Source: an optimization exercise on an open RTL-to-GDS flow (aim: small area). Production flows keep margins and buffers that such runs may drop. Function was checked by simulation only, so behaviour that the tests miss may differ from the original. The clock input has no modelled driver; a real chip could not lean on it and would need a root buffer or a full tree. No activity file was given, so power comes from the tool's default toggle rates.

## job 104
// ultrasonic
module ultrasonic(
    input               clk,
    input               rst,
    input               btn_start,
    input               echo,
    output              trigger,
    output  [7:0]       fnd_font,
    output  [3:0]       fnd_comm
    );
Settings: LEC_CHECK=0, CAP_MARGIN=20, CORE_MARGIN=2, CORE_UTILIZATION=75, PLACE_DENSITY=0.85, SLEW_MARGIN=20; clock period 120.0 ns.
standard.sh (not shown) runs the stock make flow with config.mk's settings and CLKGATE_MAP_FILE= SYNTH_SCRIPT=/design/flow/synth_recipe.tcl, a recipe that flattens the netlist after the stock synthesis.
==> flow/flow/run.sh <==
#!/bin/bash
# Own layout flow: the standard synthesis, then an area-oriented ABC re-mapping
# (eight runs, smallest kept) of the combinational logic only (registers, their names and cell types are
# kept as the standard synthesis made them), then the standard layout steps
# with smaller port buffers and a one-level clock tree (flow/cts_hook.tcl).
set -euo pipefail
export DONT_USE_LIST="$(cat flow/dont_use.txt)"
W=$(pwd)
R=$W/orfs/results/$FLOW_PLATFORM/ultrasonic/base
bash standard.sh "$R/1_2_yosys.v" > synth_standard.log 2>&1
cp "$R/1_2_yosys.v" "$W/standard_netlist.v"
# eight ABC runs (two scripts, four deepsyn seeds each, four at a time);
# keep the smallest netlist
for batch in 1 2; do
  for s in 1 2 3 4; do
    k=$(( (batch - 1) * 4 + s ))
    mkdir -p "$W/reopt_$k"
    if [[ $batch == 1 ]]; then abc_in="$W/flow/area.abc"; else abc_in="$W/flow/area2.abc"; fi
    sed "s/&deepsyn -T 60/\&deepsyn -T 60 -S $s/" "$abc_in" > "$W/reopt_$k/area.abc"
    (cd "$W/reopt_$k" && STD_NETLIST="$W/standard_netlist.v" REOPT_SCRIPT="$W/reopt_$k/area.abc" \
      yosys -c "$W/flow/reopt.tcl" > "$W/reopt_$k.log" 2>&1) &
  done
  wait
done
best=""
best_area=""
for s in 1 2 3 4 5 6 7 8; do
  a=$(awk '/Chip area/ {print $NF}' "$W/reopt_$s/reopt_stat.txt" 2>/dev/null || true)
  [[ -n "$a" && -s "$W/reopt_$s/reopt_netlist.v" ]] || continue
  if [[ -z "$best" ]] || awk -v a="$a" -v b="$best_area" 'BEGIN { exit !(a < b) }'; then
    best=$s
    best_area=$a
  fi
done
echo "reopt: seed $best, area $best_area" > reopt_choice.log
cp "$W/reopt_$best/reopt_netlist.v" "$R/1_2_yosys.v"
bash standard.sh \
  "BUFFER_PORTS_ARGS=-buffer_cell sky130_fd_sc_hd__buf_1" \
  "PRE_CTS_TCL=$W/flow/cts_hook.tcl" \
  finish > layout.log 2>&1
==> flow/flow/area2.abc <==
strash
&get -n
&deepsyn -T 60
&put
dch -f
map -a -B 0
mfs2 -W 10
strash
dch -f
map -a -B 0
mfs2 -W 10
strash
dch -f
amap
topo
==> flow/flow/reopt.tcl <==
# Re-map the combinational logic of the standard synthesis netlist for area.
# The flip-flop instances are kept untouched (same names, same cells).
# Inputs: STD_NETLIST, REOPT_SCRIPT (ABC script); writes reopt_stat.txt and
# reopt_netlist.v in the current folder.
yosys -import
set lib $::env(FLOW_HOME)/platforms/sky130hd/lib/sky130_fd_sc_hd__tt_025C_1v80.lib
set dont_use {}
foreach c $::env(DONT_USE_LIST) { lappend dont_use -dont_use $c }
read_liberty -ignore_miss_func $lib
read_verilog $::env(STD_NETLIST)
hierarchy -top $::env(FLOW_TOP)
setattr -mod -set keep_hierarchy 1 sky130_fd_sc_hd__*df* sky130_fd_sc_hd__*dl*
flatten
opt_clean
abc -liberty $lib {*}$dont_use -script $::env(REOPT_SCRIPT)
opt_clean -purge
hilomap -singleton -hicell sky130_fd_sc_hd__conb_1 HI -locell sky130_fd_sc_hd__conb_1 LO
insbuf -buf sky130_fd_sc_hd__buf_1 A X
splitnets
opt_clean -purge
blackbox sky130_fd_sc_hd__*
tee -o reopt_stat.txt stat -liberty $lib
write_verilog -noattr -nohex -nodec reopt_netlist.v
Other scripts of this flow, unchanged in this note and not shown: flow/flow/area.abc, flow/flow/cts_hook.tcl, flow/flow/dont_use.txt
Here is what was changed in the inputs of job 103 compared with job 104.
- changing PLACE_DENSITY from 0.85 to 0.88
- changing CORE_UTILIZATION from 75 to 80
diff --git a/flow/flow/run.sh b/flow/flow/run.sh
--- a/flow/flow/run.sh
+++ b/flow/flow/run.sh
@@ -3 +3 @@
-# (eight runs, smallest kept) of the combinational logic only (registers, their names and cell types are
+# (four seeds, smallest kept) of the combinational logic only (registers, their names and cell types are
@@ -12,12 +12,6 @@
-# eight ABC runs (two scripts, four deepsyn seeds each, four at a time);
-# keep the smallest netlist
-for batch in 1 2; do
-  for s in 1 2 3 4; do
-    k=$(( (batch - 1) * 4 + s ))
-    mkdir -p "$W/reopt_$k"
-    if [[ $batch == 1 ]]; then abc_in="$W/flow/area.abc"; else abc_in="$W/flow/area2.abc"; fi
-    sed "s/&deepsyn -T 60/\&deepsyn -T 60 -S $s/" "$abc_in" > "$W/reopt_$k/area.abc"
-    (cd "$W/reopt_$k" && STD_NETLIST="$W/standard_netlist.v" REOPT_SCRIPT="$W/reopt_$k/area.abc" \
-      yosys -c "$W/flow/reopt.tcl" > "$W/reopt_$k.log" 2>&1) &
-  done
-  wait
+# four ABC runs with different deepsyn seeds; keep the smallest netlist
+for s in 1 2 3 4; do
+  mkdir -p "$W/reopt_$s"
+  sed "s/&deepsyn -T 60/\&deepsyn -T 60 -S $s/" "$W/flow/area.abc" > "$W/reopt_$s/area.abc"
+  (cd "$W/reopt_$s" && STD_NETLIST="$W/standard_netlist.v" REOPT_SCRIPT="$W/reopt_$s/area.abc" \
+    yosys -c "$W/flow/reopt.tcl" > "$W/reopt_$s.log" 2>&1) &
@@ -24,0 +19 @@
+wait
@@ -27 +22 @@
-for s in 1 2 3 4 5 6 7 8; do
+for s in 1 2 3 4; do
removed: flow/flow/area2.abc
Notes after the runs:
The flow did not stop early for job 103: all stages ran, and the layout cleared the timing, design-rule and antenna checks. Job 103 vs job 104: area added between synthesis and finish down in job 103. [compare] base=job 104 new=job 103: overflow left after global routing held; combinational power climbed about 2%; routed wire length went down about 0.36%; via count shows an increase of 30; time the final worst path needs with I/O delays and setup lower. Compared with job 104, in job 103 global routing met3 resource utilization comparable, count of final setup violators ~0 delta.
No run of this note takes its clock network from TritonCTS; it comes from the design's own scripts or RTL.

---

Setup of before:
Another version of the RTL of ultrasonic (not shown whole).
For scale: roughly 290 cells after synthesis.
clock: 120.0 ns
lec_check: 0
cap_margin: 20
core_margin: 2
core_utilization: 65
place_density: 0.75
slew_margin: 20
==> flow/flow/run.sh <==
#!/bin/bash
# Own layout flow: the standard synthesis, then an area-oriented ABC re-mapping
# of the combinational logic only (registers, their names and cell types are
# kept as the standard synthesis made them), then the standard layout steps
# with smaller port buffers and a one-level clock tree (flow/cts_hook.tcl).
set -euo pipefail
export DONT_USE_LIST="$(cat flow/dont_use.txt)"
W=$(pwd)
R=$W/orfs/results/$FLOW_PLATFORM/ultrasonic/base
bash standard.sh "$R/1_2_yosys.v" > synth_standard.log 2>&1
cp "$R/1_2_yosys.v" "$W/standard_netlist.v"
yosys -c "$W/flow/reopt.tcl" > reopt.log 2>&1
cp "$W/reopt_netlist.v" "$R/1_2_yosys.v"
bash standard.sh \
  "BUFFER_PORTS_ARGS=-buffer_cell sky130_fd_sc_hd__buf_1" \
  "PRE_CTS_TCL=$W/flow/cts_hook.tcl" \
  finish > layout.log 2>&1
==> flow/flow/cts_hook.tcl <==
# Clock tree: the flip-flops are split into 3 x 1 groups by position
# (3 equal-size columns along x, each cut into 1 equal-size groups
# along y) and each group gets one clock buffer of type clkbuf_8 at its centre,
# driven by the clock port. This replaces TritonCTS's H-tree; the design is
# small enough for one level of buffers.
rename clock_tree_synthesis orfs_clock_tree_synthesis
proc clock_tree_synthesis { args } {
  set block [ord::get_db_block]
  set dbu [$block getDbUnitsPerMicron]
  set ffs {}
  foreach inst [$block getInsts] {
    if { [string match "sky130_fd_sc_hd__df*" [[$inst getMaster] getName]] } {
      set loc [$inst getLocation]
      lappend ffs [list [lindex $loc 0] [lindex $loc 1] [$inst getName]]
    }
  }
  set ffs [lsort -real -index 0 $ffs]
  set n [llength $ffs]
  set cols 3
  set rows 1
  set k 0
  for { set c 0 } { $c < $cols } { incr c } {
    set col [lrange $ffs [expr { $c * $n / $cols }] [expr { ($c + 1) * $n / $cols - 1 }]]
    set col [lsort -real -index 1 $col]
    set m [llength $col]
    for { set r 0 } { $r < $rows } { incr r } {
      set grp [lrange $col [expr { $r * $m / $rows }] [expr { ($r + 1) * $m / $rows - 1 }]]
      set sx 0.0
      set sy 0.0
      set pins {}
      foreach f $grp {
        set sx [expr { $sx + [lindex $f 0] }]
        set sy [expr { $sy + [lindex $f 1] }]
        lappend pins [get_pins "[lindex $f 2]/CLK"]
      }
      set g [llength $grp]
      set x [expr { $sx / $g / $dbu }]
      set y [expr { $sy / $g / $dbu }]
      puts "clock buffer $k for $g flip-flops at $x $y"
      insert_buffer -buffer_cell sky130_fd_sc_hd__clkbuf_8 -net clk -load_pins $pins \
        -location [list $x $y] -buffer_name clkbuf_$k -net_name clk_$k
      incr k
    }
  }
}
Other scripts of this flow, unchanged in this note and not shown: flow/flow/area.abc, flow/flow/dont_use.txt, flow/flow/reopt.tcl
The following lists how after was set up differently from before:
--- a/flow/flow/cts_hook.tcl
+++ b/flow/flow/cts_hook.tcl
@@ -1,4 +1,4 @@
-# Clock tree: the flip-flops are split into 3 x 1 groups by position
-# (3 equal-size columns along x, each cut into 1 equal-size groups
+# Clock tree: the flip-flops are split into 2 x 2 groups by position
+# (2 equal-size columns along x, each cut into 2 equal-size groups
 # along y) and each group gets one clock buffer of type clkbuf_8 at its centre,
 # driven by the clock port. This replaces TritonCTS's H-tree; the design is
@@ -17,6 +17,6 @@
   set ffs [lsort -real -index 0 $ffs]
   set n [llength $ffs]
-  set cols 3
-  set rows 1
+  set cols 2
+  set rows 2
   set k 0
   for { set c 0 } { $c < $cols } { incr c } {
--- a/flow/config.mk
+++ b/flow/config.mk
@@ -8,5 +8,4 @@
 export CAP_MARGIN = 20
 export CORE_MARGIN = 2
-export CORE_UTILIZATION = 65
-export PLACE_DENSITY = 0.75
+export CORE_UTILIZATION = 40
 export SLEW_MARGIN = 20
## What came out
Detailed router's first-iteration violation count in after vs before: up 17. ~same overflow left after global routing in after and before. Against before, after comes in 3.6% higher on routed wire length. Max portion of total power attributed to sequential cells across after and before: before. Delta (after minus before): clock group share of total power picked up an extra 2.4 points, power after layout picked up an extra 0.00079 mW, final standard cell area without fillers picked up an extra 48 um2.
In every run of this note, the design's own scripts or RTL, not TritonCTS, make the clock network.

==> re-timing with driven ports <==
The results above use ideal ports. As a check the final layouts listed here were re-extracted and re-timed, cells and wires unchanged.
Step 1 (the two cells are an assumption about what drives the block):
set clk [get_ports {clk}]
set_driving_cell -lib_cell sky130_fd_sc_hd__clkbuf_16 $clk
set_driving_cell -lib_cell sky130_fd_sc_hd__buf_2 [delete_from_list [all_inputs] $clk]
Step 2 also shifts input and output timing later by t, the mid clock arrival at the registers, as if the neighbouring blocks saw the same clock.
Three values: ideal, step 1, step 2; two values: the first two.
run	shift t [ns]	setup WS [ns]	latest minus earliest clock arrival (ns)	worst register clock-pin slew, ns	cell pins on the clock port's net
job 104	0.205	93.897 / 93.854 / 93.844	0.005 / 0.006	0.11 / 0.11	3
job 103	0.208	94.008 / 93.964 / 93.919	0.010 / 0.010	0.12 / 0.12	3
before	0.204	93.709 / 93.727 / 93.523	0.016 / 0.016	0.12 / 0.12	3
after	0.206	93.714 / 93.743 / 93.537	0.006 / 0.005	0.10 / 0.10	4
After both steps setup and hold are still met in every run listed. For before, which loses most, drivers alone change the setup slack by +0.018 ns; drivers and shift together by -0.186 ns.
